What follows belongs to an exercise in optimizing a design on an open flow for small area, a short achievable clock period and few clock cycles per item; a production flow would make more cautious choices.
RTL that was checked went through simulation tests only; none was proved equivalent to the original.
Power and IR drop assume default switching activity.

==> flow/design.v <==
module modulo_sec#(
  parameter SIZE = 16,
  parameter CALCULATION_OUT = 1'b0 )(
  input clk,
  input rst,
  input [(SIZE-1):0] divident,
  input [(SIZE-1):0] divisor,
  input start,
  output done,
  output [(SIZE-1):0] remainder);
  localparam CW = 4;   
  function [3:0] lzc;
    input [15:0] v;
    reg [3:0] z;
    reg [1:0] lz0, lz1, lz2, lz3, hi;
    begin
      z[3] = ~|v[15:12]; z[2] = ~|v[11:8]; z[1] = ~|v[7:4]; z[0] = ~|v[3:0];
      lz3 = {~v[15] & ~v[14], ~v[15] & (v[14] | ~v[13])};
      lz2 = {~v[11] & ~v[10], ~v[11] & (v[10] | ~v[9])};
      lz1 = {~v[7] & ~v[6], ~v[7] & (v[6] | ~v[5])};
      lz0 = {~v[3] & ~v[2], ~v[3] & (v[2] | ~v[1])};
      hi = {z[3] & z[2], z[3] & (~z[2] | z[1])};
      case (hi)
        2'd0: lzc = {hi, lz3};
        2'd1: lzc = {hi, lz2};
        2'd2: lzc = {hi, lz1};
        default: lzc = {hi, lz0};
      endcase
    end
  endfunction
  function [SIZE:0] sub_bk;
    input [SIZE-1:0] x, y;
    reg [SIZE-1:0] g, p, gn, pn;
    integer i, j, l;
    begin
      for (i = 0; i < SIZE; i = i + 1) begin
        g[i] = ~x[i] & y[i];
        p[i] = ~(x[i] ^ y[i]);
      end
      for (l = 0; (1 << l) < SIZE; l = l + 1) begin
        gn = g; pn = p;
        for (i = 0; i < SIZE; i = i + 1)
          if (((i + 1) % (2 << l)) == 0) begin
            j = i - (1 << l);
            gn[i] = g[i] | (p[i] & g[j]);
            pn[i] = p[i] & p[j];
          end
        g = gn; p = pn;
      end
      for (l = CW - 2; l >= 0; l = l - 1) begin
        gn = g; pn = p;
        for (i = 0; i < SIZE; i = i + 1)
          if (((i + 1) % (2 << l)) == (1 << l) && i > (1 << l)) begin
            j = i - (1 << l);
            gn[i] = g[i] | (p[i] & g[j]);
            pn[i] = p[i] & p[j];
          end
        g = gn; p = pn;
      end
      sub_bk[SIZE] = g[SIZE-1];
      sub_bk[0] = x[0] ^ y[0];
      for (i = 1; i < SIZE; i = i + 1)
        sub_bk[i] = g[i-1] ? (x[i] ~^ y[i]) : (x[i] ^ y[i]);
    end
  endfunction
  function [CW:0] sub_sel;
    input [CW-1:0] x, y;
    reg [CW:0] bw;
    integer k;
    begin
      bw[0] = 1'b0;
      for (k = 0; k < CW; k = k + 1) begin
        sub_sel[k] = bw[k] ? (x[k] ~^ y[k]) : (x[k] ^ y[k]);
        bw[k+1] = (~x[k] & y[k]) | (~(x[k] ^ y[k]) & bw[k]);
      end
      sub_sel[CW] = bw[CW];
    end
  endfunction
  reg idle, align;
  reg [SIZE-1:0] rem_reg, div_reg;
  reg [CW-1:0] cnt;
  assign done = idle;
  assign remainder = rem_reg;
  wire [CW-1:0] lz_a = lzc(divident);
  wire [CW-1:0] lz_b = lzc(divisor);
  wire [CW:0] shift = sub_sel(lz_b, lz_a);
  wire [SIZE:0] diff = sub_bk(rem_reg, div_reg);
  always @(posedge clk) begin
    if (idle) begin
      if (start)
        rem_reg <= divident;
      div_reg <= divisor << shift[1:0];
      cnt <= shift[CW-1:0];
      align <= |shift[CW-1:2];
    end else if (align) begin
      div_reg <= div_reg << {cnt[CW-1:2], 2'b00};
      align <= 1'b0;
    end else begin
      if (~diff[SIZE])
        rem_reg <= diff[SIZE-1:0];
      div_reg <= div_reg >> 1;
      cnt <= cnt - 1'b1;
    end
  end
  always @(posedge clk or posedge rst) begin
    if (rst)
      idle <= 1'b1;
    else if (idle)
      idle <= ~start | shift[CW];
    else if (~align)
      idle <= ~|cnt;
  end
endmodule
clock: 4.0 ns
lec_check: 0
abc_area: 1
cap_margin: 20
core_margin: 2
core_utilization: 40
setup_slack_margin: 1.5
slew_margin: 20
standard.sh (not shown) runs the stock make flow with config.mk's settings and CLKGATE_MAP_FILE= SYNTH_SCRIPT=/design/flow/synth_recipe.tcl, a recipe that flattens the netlist after the stock synthesis.
==> flow/flow/run.sh <==
#!/bin/bash
# The standard layout, with plain buf_1 cells (not delay cells) as the port
# buffers and no dummy loads in the clock tree.
set -euo pipefail
bash standard.sh BUFFER_PORTS_ARGS="-buffer_cell sky130_fd_sc_hd__buf_1" \
  CTS_ARGS="-sink_clustering_enable -repair_clock_nets -dont_use_dummy_load" \
  finish > standard.log 2>&1
Edit:
--- a/flow/design.v
+++ b/flow/design.v
@@ -87,15 +87,15 @@
   wire [SIZE:0] diff = sub_bk(rem_reg, div_reg);
   always @(posedge clk) begin
     if (idle) begin
       if (start)
         rem_reg <= divident;
-      div_reg <= divisor << shift[1:0];
+      div_reg <= divisor << shift[2:0];
       cnt <= shift[CW-1:0];
-      align <= |shift[CW-1:2];
+      align <= shift[CW-1];
     end else if (align) begin
-      div_reg <= div_reg << {cnt[CW-1:2], 2'b00};
+      div_reg <= div_reg << 8;
       align <= 1'b0;
     end else begin
       if (~diff[SIZE])
         rem_reg <= diff[SIZE-1:0];
       div_reg <= div_reg >> 1;
=> Maximum frequency decreases by 2.4%; via count goes down by 5.8%; setup slack gets worse by 0.066 ns; non-clock buffer count decreases by 13; die area went down by 3.4%; routed wire length came out lower by 10%.
No functional check of the RTL was part of any run of this note.

run G:
Another version of the RTL of modulo_sec (not shown whole).
Size in the first run: about 460 cells after synthesis, about 0.0032 sq mm of cells after synthesis.
==> module modulo_sec, before the edit <==
module modulo_sec#(
  parameter SIZE = 16,
  parameter CALCULATION_OUT = 1'b0 )(
  input clk,
  input rst,
  input [(SIZE-1):0] divident,
  input [(SIZE-1):0] divisor,
  input start,
  output done,
  output [(SIZE-1):0] remainder);
  localparam CW = 4;   
  function [3:0] lzc;
    input [15:0] v;
    reg [3:0] z;
    reg [1:0] lz0, lz1, lz2, lz3, hi;
    begin
      z[3] = ~|v[15:12]; z[2] = ~|v[11:8]; z[1] = ~|v[7:4]; z[0] = ~|v[3:0];
      lz3 = {~v[15] & ~v[14], ~v[15] & (v[14] | ~v[13])};
      lz2 = {~v[11] & ~v[10], ~v[11] & (v[10] | ~v[9])};
      lz1 = {~v[7] & ~v[6], ~v[7] & (v[6] | ~v[5])};
      lz0 = {~v[3] & ~v[2], ~v[3] & (v[2] | ~v[1])};
      hi = {z[3] & z[2], z[3] & (~z[2] | z[1])};
      case (hi)
        2'd0: lzc = {hi, lz3};
        2'd1: lzc = {hi, lz2};
        2'd2: lzc = {hi, lz1};
        default: lzc = {hi, lz0};
      endcase
    end
  endfunction
  function [SIZE:0] sub_bk;
    input [SIZE-1:0] x, y;
    reg [SIZE-1:0] g, p, gn, pn;
    integer i, j, l;
    begin
      for (i = 0; i < SIZE; i = i + 1) begin
        g[i] = ~x[i] & y[i];
        p[i] = ~(x[i] ^ y[i]);
      end
      for (l = 0; (1 << l) < SIZE; l = l + 1) begin
        gn = g; pn = p;
        for (i = 0; i < SIZE; i = i + 1)
          if (((i + 1) % (2 << l)) == 0) begin
            j = i - (1 << l);
            gn[i] = g[i] | (p[i] & g[j]);
            pn[i] = p[i] & p[j];
          end
        g = gn; p = pn;
      end
      for (l = CW - 2; l >= 0; l = l - 1) begin
        gn = g; pn = p;
        for (i = 0; i < SIZE; i = i + 1)
          if (((i + 1) % (2 << l)) == (1 << l) && i > (1 << l)) begin
            j = i - (1 << l);
            gn[i] = g[i] | (p[i] & g[j]);
            pn[i] = p[i] & p[j];
          end
        g = gn; p = pn;
      end
      sub_bk[SIZE] = g[SIZE-1];
      sub_bk[0] = x[0] ^ y[0];
      for (i = 1; i < SIZE; i = i + 1)
        sub_bk[i] = g[i-1] ? (x[i] ~^ y[i]) : (x[i] ^ y[i]);
    end
  endfunction
  function [CW:0] sub_sel;
    input [CW-1:0] x, y;
    reg [CW:0] bw;
    integer k;
    begin
      bw[0] = 1'b0;
      for (k = 0; k < CW; k = k + 1) begin
        sub_sel[k] = bw[k] ? (x[k] ~^ y[k]) : (x[k] ^ y[k]);
        bw[k+1] = (~x[k] & y[k]) | (~(x[k] ^ y[k]) & bw[k]);
      end
      sub_sel[CW] = bw[CW];
    end
  endfunction
  reg idle, align;
  reg [SIZE-1:0] rem_reg, div_reg;
  reg [CW-1:0] cnt;
  assign done = idle;
  assign remainder = rem_reg;
  wire [CW-1:0] lz_a = lzc(divident);
  wire [CW-1:0] lz_b = lzc(divisor);
  wire [CW:0] shift = sub_sel(lz_b, lz_a);
  wire [SIZE:0] diff = sub_bk(rem_reg, div_reg);
  always @(posedge clk) begin
    if (idle) begin
      if (start)
        rem_reg <= divident;
      div_reg <= divisor;
      cnt <= shift[CW-1:0];
      align <= |shift[CW-1:0];
    end else if (align) begin
      div_reg <= div_reg << cnt;
      align <= 1'b0;
    end else begin
      if (~diff[SIZE])
        rem_reg <= diff[SIZE-1:0];
      div_reg <= div_reg >> 1;
      cnt <= cnt - 1'b1;
    end
  end
  always @(posedge clk or posedge rst) begin
    if (rst)
      idle <= 1'b1;
    else if (idle)
      idle <= ~start | shift[CW];
    else if (~align)
      idle <= ~|cnt;
  end
endmodule
export LEC_CHECK = 0
export ABC_AREA = 1
export CAP_MARGIN = 20
export CORE_MARGIN = 2
export CORE_UTILIZATION = 40
export SETUP_SLACK_MARGIN = 1.5
export SLEW_MARGIN = 20
create_clock -name core_clock -period 4.0 [get_ports {clk}]
Scripts as last shown in full above: flow/flow/run.sh
Testbench counts of run G, summed over its fixed seeds: cycles 6,344, items 1,280.
Edits applied to the flow inputs when going from run G to run F:
diff --git a/flow/design.v b/flow/design.v
--- a/flow/design.v
+++ b/flow/design.v
@@ -58,34 +58,21 @@
         g = gn; p = pn;
       end
       sub_bk[SIZE] = g[SIZE-1];
       sub_bk[0] = x[0] ^ y[0];
       for (i = 1; i < SIZE; i = i + 1)
-        sub_bk[i] = g[i-1] ? (x[i] ~^ y[i]) : (x[i] ^ y[i]);
-    end
-  endfunction
-  function [CW:0] sub_sel;
-    input [CW-1:0] x, y;
-    reg [CW:0] bw;
-    integer k;
-    begin
-      bw[0] = 1'b0;
-      for (k = 0; k < CW; k = k + 1) begin
-        sub_sel[k] = bw[k] ? (x[k] ~^ y[k]) : (x[k] ^ y[k]);
-        bw[k+1] = (~x[k] & y[k]) | (~(x[k] ^ y[k]) & bw[k]);
-      end
-      sub_sel[CW] = bw[CW];
+        sub_bk[i] = x[i] ^ y[i] ^ g[i-1];
     end
   endfunction
   reg idle, align;
   reg [SIZE-1:0] rem_reg, div_reg;
   reg [CW-1:0] cnt;
   assign done = idle;
   assign remainder = rem_reg;
   wire [CW-1:0] lz_a = lzc(divident);
   wire [CW-1:0] lz_b = lzc(divisor);
-  wire [CW:0] shift = sub_sel(lz_b, lz_a);
+  wire [CW:0] shift = {1'b0, lz_b} - {1'b0, lz_a};
   wire [SIZE:0] diff = sub_bk(rem_reg, div_reg);
   always @(posedge clk) begin
     if (idle) begin
       if (start)
         rem_reg <= divident;
==> comparison <==
Run F went all the way through the flow, and no timing, DRC or antenna check failed. On run F: total power after layout is about 3.4% higher than what run G gave. On sequential power: between run F and run G, it ends up lower for run G. On met2 layer wire length in the routed design: between run F and run G, it ends up lower for run G. Summary of run F over run G: share of final layout cell area taken by non-clock buffers lost 1.8 points, fraction of the mapped netlist area in adder cells saw an increase, average routed wire per standard cell shows a reduction of about 0.6%, total wire length after detailed routing saw little to no change. [compare] base=run G new=run F: number of placed instances, taps included now larger, post-route cell area up about 4.3%. Run F ends up with a global-route wire length before repair that is about 1% higher than in run G. Number of distinct library cell variants in the gate-level netlist after synthesis (run F / run G): 0.929.
Testbench counts of run F, summed over its fixed seeds: cycles 6,344, items 1,280.

==> afterwards: timing with drivers on the ports <==
Ports are ideal in the flow. The routed layouts listed here were re-timed in OpenROAD. Step 1 (the two cells are an assumption about what drives the block):
set clk [get_ports {clk}]
set_driving_cell -lib_cell sky130_fd_sc_hd__clkbuf_16 $clk
set_driving_cell -lib_cell sky130_fd_sc_hd__buf_2 [delete_from_list [all_inputs] $clk]
Step 2 also shifts input and output timing later by t, the mid clock arrival at the registers, as if the neighbouring blocks saw the same clock. Slacks: ideal / step 1 / step 2; pairs: ideal / step 1.
run | t, ns | setup WS [ns] | latest minus earliest clock arrival (ns) | worst register clock-pin slew, ns
the first run of note 1 | 0.322 | 1.289 / 1.276 / 0.954 | 0.012 / 0.012 | 0.08 / 0.08
the second run of note 1 | 0.322 | 1.223 / 1.234 / 0.912 | 0.015 / 0.016 | 0.08 / 0.08
run G | 0.315 | 1.559 / 1.566 / 1.251 | 0.005 / 0.005 | 0.07 / 0.07
run F | 0.323 | 1.581 / 1.587 / 1.264 | 0.020 / 0.020 | 0.09 / 0.09
After both steps setup and hold are still met in every run listed. For the first run of note 1, which loses most, drivers alone change the setup slack by -0.013 ns; drivers and shift together by -0.335 ns.
